Context: an optimization exercise on an open-source flow, tuned for small area and a short achievable clock period. The choices shown serve that exercise and are no tape-out recipe.
Only simulation tests tie the RTL to the original design; equivalence was not proved.
Power and IR drop assume default switching activity. The clock port is modelled as an ideal driver; clocking choices that lean on that would not hold on a real chip.

oak:
Design Nto1_sync_fifo, start of the top module:
module Nto1_sync_fifo #(N = 4, DATA_WIDTH = 32, DEPTH = 16)
         (input logic clk_i,
          input logic rst_n_i,
          input logic [N*DATA_WIDTH-1:0] data_i,  
          input logic [N-1:0] wr_en_i,            
          input logic rd_en_i,
          output logic                   fifo_full_o,
          output logic                   fifo_empty_o,
          output logic [DATA_WIDTH-1:0]  data_o
         );
Size in the first run: about 2400 flip-flops, ~89000 um^2 of cells after synthesis.
export LEC_CHECK = 0
export CAP_MARGIN = 25
export CORE_MARGIN = 2
export CORE_UTILIZATION = 70
export CTS_CLUSTER_DIAMETER = 90
export CTS_CLUSTER_SIZE = 28
export PLACE_DENSITY = 0.78
export SETUP_SLACK_MARGIN = 3.5
export SLEW_MARGIN = 25
create_clock -name core_clock -period 6.0 [get_ports {clk_i}]
standard.sh (not shown) runs the stock make flow with config.mk's settings and CLKGATE_MAP_FILE= SYNTH_SCRIPT=/design/flow/synth_recipe.tcl, a recipe that flattens the netlist after the stock synthesis.
==> flow/flow/run.sh <==
#!/bin/bash
# Own layout flow: the standard ORFS flow (standard.sh), with three changes:
#  - ports buffered with buf_2 cells (by default the port buffers came out as
#    slow delay cells),
#  - clock tree synthesis without dummy loads,
#  - repair steps free to pick cells of any footprint.
# The whole ORFS run's output goes to standard_flow.log; each ORFS step also
# keeps its own log under orfs/logs/.
set -euo pipefail
bash standard.sh MATCH_CELL_FOOTPRINT=0 \
  "BUFFER_PORTS_ARGS=-buffer_cell sky130_fd_sc_hd__buf_2" \
  "CTS_ARGS=-sink_clustering_enable -repair_clock_nets -sink_clustering_size 28 -sink_clustering_max_diameter 90 -dont_use_dummy_load" \
  finish > standard_flow.log 2>&1
Modified inputs, pine compared to oak
==> flow/run.sh (new file) <==
#!/bin/bash
# synth_recipe.tcl (not shown) runs the flow's synth.tcl, then flattens the netlist and writes it again
# the make line also repeats each setting of config.mk as NAME=value (left out here)
make -C /OpenROAD-flow-scripts/flow DESIGN_CONFIG=/design/flow/config.mk WORK_HOME=/design/flow/orfs CLKGATE_MAP_FILE= SYNTH_SCRIPT=/design/flow/synth_recipe.tcl finish
--- a/flow/config.mk
+++ b/flow/config.mk
@@ -8 +8 @@
-export CAP_MARGIN = 25
+export CAP_MARGIN = 35
@@ -10,4 +10,4 @@
-export CORE_UTILIZATION = 70
-export CTS_CLUSTER_DIAMETER = 90
-export CTS_CLUSTER_SIZE = 28
-export PLACE_DENSITY = 0.78
+export CORE_UTILIZATION = 60
+export CTS_CLUSTER_DIAMETER = 80
+export CTS_CLUSTER_SIZE = 24
+export PLACE_DENSITY = 0.68
@@ -15 +15 @@
-export SLEW_MARGIN = 25
+export SLEW_MARGIN = 30
removed: flow/flow/run.sh
removed: flow/standard.sh
- Re count of multi-input combinational gates: oak and pine aren't equal, and the lower value belongs to oak.
- pine has die area above what oak had.
- Diff oak -> pine: cell count up 464; multi-input combinational cell area climbed 2.6%; non-clock buffer contribution to total cell area +1.3 points; share of the clock period used by the worst path decreased by 0.46 points relative to the old numbers.
- Cell area after layout delta (pine − oak): unfavourable
> inputs changed (pine -> birch)
==> flow/flow/run.sh (new file) <==
#!/bin/bash
# Own layout flow: the standard ORFS flow (standard.sh), with three changes:
#  - ports buffered with buf_2 cells (by default the port buffers came out as
#    slow delay cells),
#  - clock tree synthesis without dummy loads,
#  - repair steps free to pick cells of any footprint.
# The whole ORFS run's output goes to standard_flow.log; each ORFS step also
# keeps its own log under orfs/logs/.
set -euo pipefail
bash standard.sh MATCH_CELL_FOOTPRINT=0 \
  "BUFFER_PORTS_ARGS=-buffer_cell sky130_fd_sc_hd__buf_2" \
  "CTS_ARGS=-sink_clustering_enable -repair_clock_nets -sink_clustering_size 24 -sink_clustering_max_diameter 80 -dont_use_dummy_load" \
  finish > standard_flow.log 2>&1
==> flow/standard.sh (new file) <==
#!/bin/bash
# synth_recipe.tcl (not shown) runs the flow's synth.tcl, then flattens the netlist and writes it again
# the make line also repeats each setting of config.mk as NAME=value (left out here)
make -C /OpenROAD-flow-scripts/flow DESIGN_CONFIG=/design/flow/config.mk WORK_HOME=/design/flow/orfs CLKGATE_MAP_FILE= SYNTH_SCRIPT=/design/flow/synth_recipe.tcl "${@:-finish}"
removed: flow/run.sh
### Flow results
birch vs pine: number of design-rule violations left by the first detailed-router iteration down by a little under 10%
The proportion of power drawn by the clock network in birch sits 1.4 points below the value recorded for pine.
Between pine and birch, the number of nets with antenna violations after detailed routing does not differ in any meaningful way.
Taking pine as the reference point, the final worst setup slack of birch rises by 0.0063 ns.
Met1 demand-to-capacity share in global routing: pine and birch compared, lower one is birch
Met2 usage in global routing, pine and birch: larger value in pine
Clock period minus worst slack: birch < pine
Max worst hold slack across pine and birch: pine
Summary of birch over pine: wire length decreased by 2.5% relative to the old numbers; met3 capacity usage during global routing increased by 0.35 points relative to the old numbers.

## re-timing with driven ports
The flow's constraints put no driver on any port. The routed layouts listed below were extracted and timed again, unchanged, in two steps. Step 1 (the two cells are an assumption about what drives the block):
set clk [get_ports {clk_i}]
set_driving_cell -lib_cell sky130_fd_sc_hd__clkbuf_16 $clk
set_driving_cell -lib_cell sky130_fd_sc_hd__buf_2 [delete_from_list [all_inputs] $clk]
Step 2 also shifts input and output timing later by t, the mid clock arrival at the registers, as if the neighbouring blocks saw the same clock. Three values: ideal ports, drivers, drivers and shift; two values: the first two.
| run | t, ns | slack for setup (ns) | clock arrival spread, ns | worst data-port slew with drivers (ns) |
|---|---|---|---|---|
| oak | 0.790 | 3.412 / 3.406 / 2.709 | 0.075 / 0.075 | 0.18 |
| pine | 0.860 | 3.440 / 3.345 / 2.672 | 0.039 / 0.040 | 0.18 |
| birch | 0.843 | 3.447 / 3.361 / 2.741 | 0.082 / 0.082 | 0.17 |
After both steps setup and hold are still met in every run listed. For pine, which loses most, drivers alone change the setup slack by -0.095 ns; drivers and shift together by -0.768 ns.
